Context: an optimization exercise on an open-source flow, tuned for small area and a short achievable clock period. The choices shown serve that exercise and are no tape-out recipe.
Only simulation tests tie the RTL to the original design; equivalence was not proved.
Power figures rest on the tool's default switching activity, not on a simulated workload.

== v49 ==
## srpt_grant_pkts
module srpt_grant_pkts #(parameter MAX_OVERCOMMIT = 8,
			 parameter MAX_OVERCOMMIT_LOG2 = 3,
			 parameter MAX_SRPT = 64)
   (input ap_clk, ap_rst, ap_ce, ap_start, ap_continue,
    input			 header_in_empty_i,
    output reg			 header_in_read_en_o,
    input [63:0]		 header_in_data_i,
    input			 grant_pkt_full_i,
    output reg			 grant_pkt_write_en_o,
    output reg [96:0]		 grant_pkt_data_o,
    output			 ap_idle, ap_done, ap_ready);
   localparam N = 64;   
   localparam A = 8;    
   assign ap_ready = 1;
   assign ap_idle = 0;
   assign ap_done = 1;
   reg [N*14-1:0] pe_q;       
   reg [N*16-1:0] rp_q;       
   reg [N*32-1:0] rv_q;       
   reg [N*32-1:0] gbn_q;      
   reg [N*3-1:0]  prn_q;      
   wire [N*32-1:0] gb_q = ~gbn_q;
   wire [N*3-1:0]  pr_q = ~prn_q;
   reg [31:0]	  avail;      
   reg		  swap_type;  
   reg [7:0]	  swc;        
   reg [A-1:0]	  rdy_q;      
   reg [A-1:0]	  gf_q;       
   reg		  gok_q;      
   reg [31:0]	  rsel_q;     
   reg [31:0]	  gsel_q;     
   wire [N*14-1:0] pe_d;
   wire [N*16-1:0] rp_d;
   wire [N*32-1:0] rv_d;
   wire [N*32-1:0] gb_d;
   wire [N*3-1:0]  pr_d;
   wire [N*32-1:0] gbn_d;     
   wire [N*3-1:0]  prn_d;     
   wire [A-1:0]	   rdy_d;
   wire [A-1:0]	   rdy_d0;    
   reg [31:0]	   avail_d;
   wire        hdr   = header_in_empty_i;
   wire [13:0] hpeer = header_in_data_i[13:0];
  ...
For scale: ~34000 cells after synthesis, about 6300 flip-flops, ~170 I/O pins, roughly 0.31 mm^2 of cells after synthesis.
Settings: LEC_CHECK=0, CAP_MARGIN=20, CORE_MARGIN=2, CORE_UTILIZATION=40, SLEW_MARGIN=20, SYNTH_HIERARCHICAL=1, SYNTH_MEMORY_MAX_BITS=8192, SYNTH_MINIMUM_KEEP_SIZE=0; clock period 15.0 ns.
standard.sh (not shown) runs the stock make flow with config.mk's settings and CLKGATE_MAP_FILE= SYNTH_SCRIPT=/design/flow/synth_recipe.tcl, a recipe that flattens the netlist after the stock synthesis.
==> flow/flow/run.sh <==
#!/bin/bash
# The standard layout (standard.sh), with changes to how it is made:
#  - timing repair aims at a setup margin below the clock period, so the
#    resizer keeps working on paths that already meet the 15 ns clock;
#  - timing repair does not clone gates (a clone adds load to the gate that
#    drives it, which nothing repairs after routing);
#  - clock tree synthesis without dummy loads and with larger sink clusters.
# Synthesis, floorplan, placement, routing and the constraints are the standard flow's own.
set -euo pipefail
bash standard.sh SETUP_SLACK_MARGIN=7.5 SKIP_GATE_CLONING=1 \
  "CTS_ARGS=-sink_clustering_enable -repair_clock_nets -sink_clustering_size 20 -sink_clustering_max_diameter 80 -dont_use_dummy_load" \
  finish > standard_finish.log 2>&1
Modified inputs, v53 compared to v49
Settings: CORE_UTILIZATION changed from 40 to 45.
--- a/flow/flow/run.sh
+++ b/flow/flow/run.sh
@@ -9,4 +9,4 @@
 set -euo pipefail
 bash standard.sh SETUP_SLACK_MARGIN=7.5 SKIP_GATE_CLONING=1 \
-  "CTS_ARGS=-sink_clustering_enable -repair_clock_nets -sink_clustering_size 20 -sink_clustering_max_diameter 80 -dont_use_dummy_load" \
+  "CTS_ARGS=-sink_clustering_enable -repair_clock_nets -sink_clustering_size 25 -sink_clustering_max_diameter 90 -dont_use_dummy_load" \
   finish > standard_finish.log 2>&1
### Flow results
Max fraction of power spent switching nets across v49 and v53: v53. The higher largest incremental delay on the critical path of v49 and v53 is in v49. From v49 to v53 the numbers moved as follows: final total negative setup slack neither gained nor lost much; final critical path time including I/O delays and setup picked up an extra 0.072 ns. For v53, the worst-path cell with the longest stage delay was a2111oi_1, unlike v49, where it was xor2_1. On v53: register fraction of the total cell area is 0.40 points higher than what v49 gave. The area occupied by multi-input gates number comes out higher for v49 vs v53. v53 ended up with rsel_q[27]$_DFF_P_ as its last element of the critical path; v49 ended up with gsel_q[2]$_DFF_P_. Delta (v53 minus v49): design area went down 0.0037 mm^2; final core utilization went up 5.0 points; die height went down 5.7%; switching power summed over all nets went down about 2.2%. v49 -> v53: net count reported at finish decreased slightly.
### v53 -> v2
--- a/flow/flow/run.sh
+++ b/flow/flow/run.sh
@@ -9,4 +9,4 @@
 set -euo pipefail
 bash standard.sh SETUP_SLACK_MARGIN=7.5 SKIP_GATE_CLONING=1 \
-  "CTS_ARGS=-sink_clustering_enable -repair_clock_nets -sink_clustering_size 25 -sink_clustering_max_diameter 90 -dont_use_dummy_load" \
+  "CTS_ARGS=-sink_clustering_enable -repair_clock_nets -sink_clustering_size 20 -sink_clustering_max_diameter 80 -dont_use_dummy_load" \
   finish > standard_finish.log 2>&1
==> summary.txt <==
Taking v53 as the reference, in v2 global-route met2 utilization shows an increase of 0.16 points; global-route usage over all layers essentially unchanged; sum of internal, switching and leakage power increased 3.7%. Between v53 and v2, shortest period the worst path allows decreased.

re-timing with driven ports:
Ports are ideal in the flow. The routed layouts listed here were re-timed in OpenROAD.
Step 1 sets driving cells, clkbuf_16 on the clock port and buf_2 on the other inputs (assumed; they add their load-dependent delay and slew).
Step 2 times the ports against the registers' clock, not the clock port: input delays grow and output delays shrink by t, the midpoint of the rising clock arrivals with the driver on.
Slacks: ideal ports / drivers / drivers and shift; pairs: ideal ports / drivers.
run	shift t [ns]	setup WS [ns]	worst slew at a driven data input, ns
v49	1.210	6.995 / 7.117 / 5.908	0.19
v53	1.197	6.923 / 6.979 / 5.826	0.14
v2	1.223	7.088 / 7.088 / 5.978	0.15
After both steps every run listed still meets setup and hold. For v2, which loses most, drivers alone change the setup slack by 0.000 ns; drivers and shift together by -1.110 ns.
